Context: an optimization exercise on an open-source flow, tuned for small area. The choices shown serve that exercise and are no tape-out recipe. Only simulation tests tie the RTL to the original design; equivalence was not proved. No activity file was given, so power comes from the tool's default toggle rates.

<file path="design/flow/run.sh">
#!/bin/bash
# synth_recipe.tcl (not shown) runs the flow's synth.tcl, then flattens the netlist and writes it again
# the make line also repeats each setting of config.mk as NAME=value (left out here)
make -C /OpenROAD-flow-scripts/flow DESIGN_CONFIG=/design/flow/config.mk WORK_HOME=/design/flow/orfs CLKGATE_MAP_FILE= SYNTH_SCRIPT=/design/flow/synth_recipe.tcl finish
</file>
<file path="design/flow/config.mk">
export PLATFORM = sky130hd
export DESIGN_NAME = projectCPU2022
export DESIGN_NICKNAME = projectCPU2022
export VERILOG_FILES = /design/flow/design.v
export SDC_FILE = /design/flow/constraint.sdc
export NUM_CORES = 4
export LEC_CHECK = 0
export CAP_MARGIN = 20
export CORE_MARGIN = 2
export CORE_UTILIZATION = 40
export SLEW_MARGIN = 20
</file>
<file path="design/flow/constraint.sdc">
create_clock -name core_clock -period 10.0 [get_ports {clk}]
set_input_delay 2.0000 -clock core_clock [delete_from_list [all_inputs] [get_ports {clk}]]
set_output_delay 2.0000 -clock core_clock [all_outputs]
set_load 0.01 [all_outputs]
</file>
<file path="design/flow/design.v">
`timescale 1ns / 1ps
module projectCPU2022(
  clk,
  rst,
  wrEn,
  data_fromRAM,
  addr_toRAM,
  data_toRAM,
  PC,
  W
);
input clk, rst;
input wire [15:0] data_fromRAM;
output wire [15:0] data_toRAM;
output wire wrEn;
output wire [12:0] addr_toRAM;
output reg [12:0] PC;
output reg [15:0] W;
reg [1:0] state;
reg [2:0] opcode;
reg [12:0] operandA;  
wire isRI = ~state[1] & ~state[0];
wire isDE = ~state[1] & state[0];
wire isD  = state[1] ^ state[0];      
wire isEX = state[1] & state[0];
wire [15:0] s = data_fromRAM;
wire aZero = ~|s[12:0];
wire sZero = aZero & ~|s[15:13];
wire opADD  = opcode == 3'd0;
wire opNOR  = opcode == 3'd1;
wire opSRL  = opcode == 3'd2;
wire opRRL  = opcode == 3'd3;
wire opCMP  = opcode == 3'd4;
wire opBZ   = opcode == 3'd5;
wire opCP2W = opcode == 3'd6;
wire opCPfW = opcode == 3'd7;
wire store = isEX & opCPfW;
wire sub = opcode[2];
wire [15:0] b = s ^ {16{sub}};
wire [16:0] c;
wire [15:0] sum;
assign c[0] = sub;
genvar i;
generate
  for (i = 0; i < 16; i = i + 1) begin : g_add
    assign sum[i] = W[i] ^ b[i] ^ c[i];
    assign c[i+1] = (W[i] & b[i]) | (W[i] & c[i]) | (b[i] & c[i]);
  end
endgenerate
wire lt = ~c[16];
wire ne = |sum;
wire run = ~rst & isEX;
wire shOp = run & (opSRL | opRRL);
wire big = |s[15:4];
wire [3:0] k = s[3:0];
wire [3:0] r;
assign r[0] = shOp & k[0];
assign r[1] = shOp & (k[1] ^ (big & k[0]));
assign r[2] = shOp & (k[2] ^ (big & (k[1] | k[0])));
assign r[3] = shOp & (k[3] ^ (big & (k[2] | k[1] | k[0])));
wire selW   = ~rst & (~isEX | opSRL | opRRL | opBZ | opCPfW);
wire selSRL = run & opSRL;
wire selSum = run & opADD;
wire selNor = run & opNOR;
wire selS   = run & opCP2W;
wire selCmp = run & opCMP;
wire [15:0] keepW;
generate
  for (i = 0; i < 16; i = i + 1) begin : g_mask
    assign keepW[i] = selW & (~selSRL | (big ? (k <= 15 - i) : (k <= i)));
  end
endgenerate
wire [15:0] cmpv = {{15{lt}}, ne};
wire [15:0] wm = (keepW & W) | ({16{selSum}} & sum) |
                 ({16{selNor}} & ~(W | s)) | ({16{selS}} & s) |
                 ({16{selCmp}} & cmpv);
wire [15:0] r1 = r[0] ? {wm[0], wm[15:1]} : wm;
wire [15:0] r2 = r[1] ? {r1[1:0], r1[15:2]} : r1;
wire [15:0] r3 = r[2] ? {r2[3:0], r2[15:4]} : r2;
wire [15:0] wNext = r[3] ? {r3[7:0], r3[15:8]} : r3;
wire [13:0] pcc;
wire [12:0] pcInc;
assign pcc[0] = isEX;
generate
  for (i = 0; i < 13; i = i + 1) begin : g_inc
    assign pcInc[i] = PC[i] ^ pcc[i];
    assign pcc[i+1] = PC[i] & pcc[i];
  end
endgenerate
wire brT = isEX & opBZ & sZero;
wire [12:0] busA = {s[12:3], s[2] | (isDE & aZero), s[1:0]};
assign addr_toRAM = {13{~rst}} & (({13{isRI}} & PC) | ({13{isD}} & busA) |
                                  ({13{store}} & operandA));
assign data_toRAM = {16{~rst & store}} & W;
assign wrEn = ~rst & store;
always @(posedge clk) begin
  operandA <= addr_toRAM;
  if (!state[1]) opcode <= data_fromRAM[15:13];
  state <= rst ? 2'b00 : {state[1] ^ state[0] | (isDE & aZero), ~state[0] | (isDE & ~aZero)};
  PC <= {13{~rst}} & (brT ? W[12:0] : pcInc);
  W <= wNext;
end
endmodule
</file>
==> results.txt <==
## power groups by stage
stage / Sequential, uW / Clock (uW) / Combinational (uW)
floorplan: 218 / 0 / 120
detailed placement: 226 / 0 / 193
global route: 224 / 138 / 217
finish: 222 / 126 / 201
global placement: 226 / 0 / 193
CTS: 222 / 131 / 194
## layout make-up
class | count | area [um^2]
fillers | 1034 | 5090
clock inverters | 3 | 22.5
repair buffers | 92 | 883
flip-flops and latches | 47 | 971
multi-input cells | 395 | 3160
inverters | 12 | 45.0
well taps | 136 | 170
clock buffers | 5 | 68.8
## sequential cells by signal, indices dropped and copies added (netlist names)
name / cells
W: 16
PC: 13
operandA: 13
opcode: 3
state: 2
## worst max-delay path, cell delays in order
cell and delay (ps):
clkdlybuf4s50_1 440, xnor2_1 220, fa_2 220, inv_1 40, fa_1 380, fa_1 400
fa_1 390, fa_1 390, fa_1 390, fa_1 390, fa_1 390, fa_1 390
fa_1 390, fa_1 390, fa_1 380, fa_1 360, inv_1 70, fa_1 150
inv_1 50, fa_1 470, nor4_2 160, nand4_1 120, nand3_1 130, o2111ai_2 170
mux2i_1 300, mux2i_1 150, mux2i_1 270, mux2i_1 130
## synthesized netlist by cell type, types with 13 or more instances
cell type and instances:
nor2_1 34, nand3_1 19, and2_1 16, a21oi_1 14
xor2_1 13, dfxtp_1 44, ha_1 16, nand2_1 25
o21ai_0 23, clkbuf_1 18, mux2i_1 88, fa_1 15
## through the flow
stage / hold slack, ps / std cells / setup TNS, ps / worst slack (ps) / cell area [um^2]
3_5_place_dp: 457 / 680 / -146 / -46.0 / 5190
5_1_grt: 517 / 690 / 0 / 115 / 5320
3_3_place_gp: 449 / 680 / 0 / 185 / 5190
4_1_cts: 485 / 688 / 0 / 299 / 5280
2_1_floorplan: 454 / 490 / 0 / 731 / 4320
6_report: 482 / 690 / 0 / 444 / 5320
## cell usage in the layout (no fill, tap or decap), types with 4 or more instances in the layout
| cell | Yosys | final |
|---|---|---|
| a21oi_1 | 14 | 14 |
| or3b_2 | 6 | 6 |
| clkdlybuf4s50_1 | 0 | 75 |
| xor2_1 | 13 | 13 |
| and3_1 | 6 | 6 |
| o211ai_1 | 10 | 10 |
| fa_1 | 15 | 14 |
| nor4b_1 | 4 | 4 |
| dfxtp_1 | 44 | 44 |
| nor3_1 | 9 | 9 |
| clkbuf_8 | 0 | 5 |
| a211oi_1 | 8 | 8 |
| nand4_1 | 4 | 4 |
| o21ai_0 | 23 | 23 |
| nand2b_1 | 6 | 6 |
| nor2_1 | 34 | 34 |
| nor2b_1 | 5 | 5 |
| xnor2_1 | 5 | 5 |
| buf_4 | 2 | 16 |
| a22oi_1 | 12 | 12 |
| nand3_1 | 19 | 19 |
| and2_1 | 16 | 16 |
| inv_1 | 12 | 12 |
| mux2i_1 | 88 | 87 |
| or2_2 | 5 | 5 |
| ha_1 | 16 | 16 |
| nand2_1 | 25 | 25 |
## how the worst max path moves through the flow
stage | slack (ps) | endpoint
3_3_place_gp | 190 | W[14]
2_1_floorplan | 730 | W[11]
4_1_cts | 300 | W[10]
6_report | 440 | W[10]
5_1_grt | 110 | W[4]
3_5_place_dp | -50 | W[10]
## cells by family (layout without fill, tap and decap cells)
kind of cell	count (synthesis)	count (layout)	synth area share
simple gates	160	160	0.205
compound gates	93	93	0.146
mux	93	93	0.220
buf+inv	48	112	0.0524
flops	47	47	0.225
fa+ha+maj	31	31	0.116
xor+xnor	18	18	0.0365
## timing repair
item                                    in CTS  in global routing
endpoints found under the setup margin       0                  9
resized for setup                            0                  6
setup buffers                                0                  1
hold endpoints to repair                     0                  0
## metal layers
metal / vias to the layer above / routed length (um) / GRT usage
li1: 1914 / - / -
met1: 2036 / 6890 / 0.368
met2: 182 / 6720 / 0.411
met3: 23 / 907 / 0.0277
met4: 0 / 176 / 0.0586
met5: - / 0 / 0
==> flow_summary.json <==
{
  "period_minus_slack_ps": 9560,
  "track_usage": 0.255,
  "start_kind": "input pin",
  "die_w_um": 108,
  "report.final.setup_viol": 0,
  "fin_total_pwr_uw": 549,
  "area_growth_pct": 23.1,
  "drv_slew": 0,
  "effective_utilization_at_floorplan": 0.415,
  "hold_path_depth": 2,
  "intPower_uw": 340,
  "clk_pin_slew_ps": 100,
  "fin_nets": 602,
  "worst_hold_path_type": "reg2reg",
  "cp-startpoint": "data_fromRAM[1]",
  "setup.worst_path.end_class": "flip-flop",
  "placement_rows": 37,
  "ys_seq_area_frac": 0.225,
  "r2r_end": "W[10]",
  "critPathRequiredTime_ps": 10180,
  "vias_per_cell": 6.02,
  "synth.lib_cells_used.distinct": 62,
  "synthDominantAreaCellType": "dfxtp_1",
  "switching_share": 0.380,
  "core-area_um2": 10400,
  "drive_above_1_share": 0.0975,
  "flip_flop_and_latch_count_after_synthesis": 47,
  "critical_path.reg2reg.startpoint": "opcode[2]",
  "dp_hpwl_um": 10900,
  "fmax_mhz": 105,
  "cts_hold_buffers": 0,
  "outcome": "finished clean",
  "worst-slew-pin-transition_ps": 1050,
  "grt_max_degree": 40,
  "i_o_buffers": 76,
  "area_share_of_the_largest_cell_type_after_synthesis": 0.204,
  "timing.clock.skew_ps": 10.9,
  "maxCapViolCount": 0,
  "pre_antenna_drt_iters": 5,
  "ir_drop_v": 0.0000611,
  "clockRootBuffer": "clkbuf_8",
  "post-route-util": 0.511,
  "r2r_setup_slack_ps": 1870,
  "tritoncts.num_buffers": 5,
  "synth.net_count": 539,
  "drc": 0,
  "grt_pass1_vias": 4050,
  "source_to_sink_clock_delay_at_the_later_pin_of_the_worst_skew_pair_ps": 320,
  "critPathKind": "in2reg",
  "antenna_cells": 0,
  "hold_viol_final": 0,
  "drt_iter0_drc": 436,
  "worst-path-max-fanout": 3,
  "worst_hold_path.endpoint": "operandA[7]",
  "antenna_found_initial": 0,
  "final_period_utilization": 0.956,
  "synth_area_leaders": "dfxtp_1 20%, mux2i_1 20%, fa_1 6.9%",
  "routed-via-count": 4155,
  "die_area_um2": 11700,
  "cts_tree": "yes",
  "timing.hold.worst.start": "operandA[7]",
  "cts.path.max_buffers": 2,
  "power.static_leakage_uw": 0.00198,
  "antenna_violating_nets_post_route": 0,
  "clock_sink_count": 47,
  "net-switching-power_uw": 209,
  "critPathArrivalTime_ps": 9740,
  "power.share.clock": 0.230,
  "ys_dominant_reg_cell": "dfxtp_1",
  "async_flop_share": 0,
  "htree_levels": 2,
  "grt.overflow.total": 0,
  "rsz0062_at_grt": "no",
  "cell_count_after_synthesis": 490,
  "r2r_cells": 28,
  "synth_edf_count": 3,
  "p_seq_frac": 0.404,
  "global_route_wire_length_before_repair_um": 22700,
  "remaining_max_slew_budget_at_the_tightest_pin": 0.298,
  "route.detailed.wl_per_inst_um": 21.3,
  "synth_warnings": 1,
  "floorplan.die.height_um": 108,
  "ioPinCount": 77,
  "gpl.final_weighted_congestion": 0.980,
  "power_per_cell_area_nw_per_um2": 103,
  "synthesis.area_per_instance_um2": 8.82,
  "routed_wl_um": 14700,
  "share_comb_of_total_power": 0.367,
  "syn-cell-area_um2": 4320
}

==> port drivers added, routing unchanged <==
The flow's constraints put no driver on any port. The routed layout listed below was extracted and timed again, unchanged, in two steps.
Step 1 assumes that a clkbuf_16 drives the clock port and a buf_2 every other input.
Step 2 adds t to the input delays and takes it off the output delays; t is the mean of the earliest and latest rising clock arrival at the registers after step 1. Input paths then give back, and output paths get back, about the clock's delay inside the block.
Three values: ideal, step 1, step 2; two values: the first two.
shift t [ns]: 0.349
slack for setup (ns): 0.444 / 0.456 / 0.107
worst setup path after step 2: input to register
worst slew at a driven data input, ns: 0.04
After both steps setup and hold are still met in this run. The setup slack of this run moves by +0.012 ns with the drivers and by -0.337 ns with both steps.
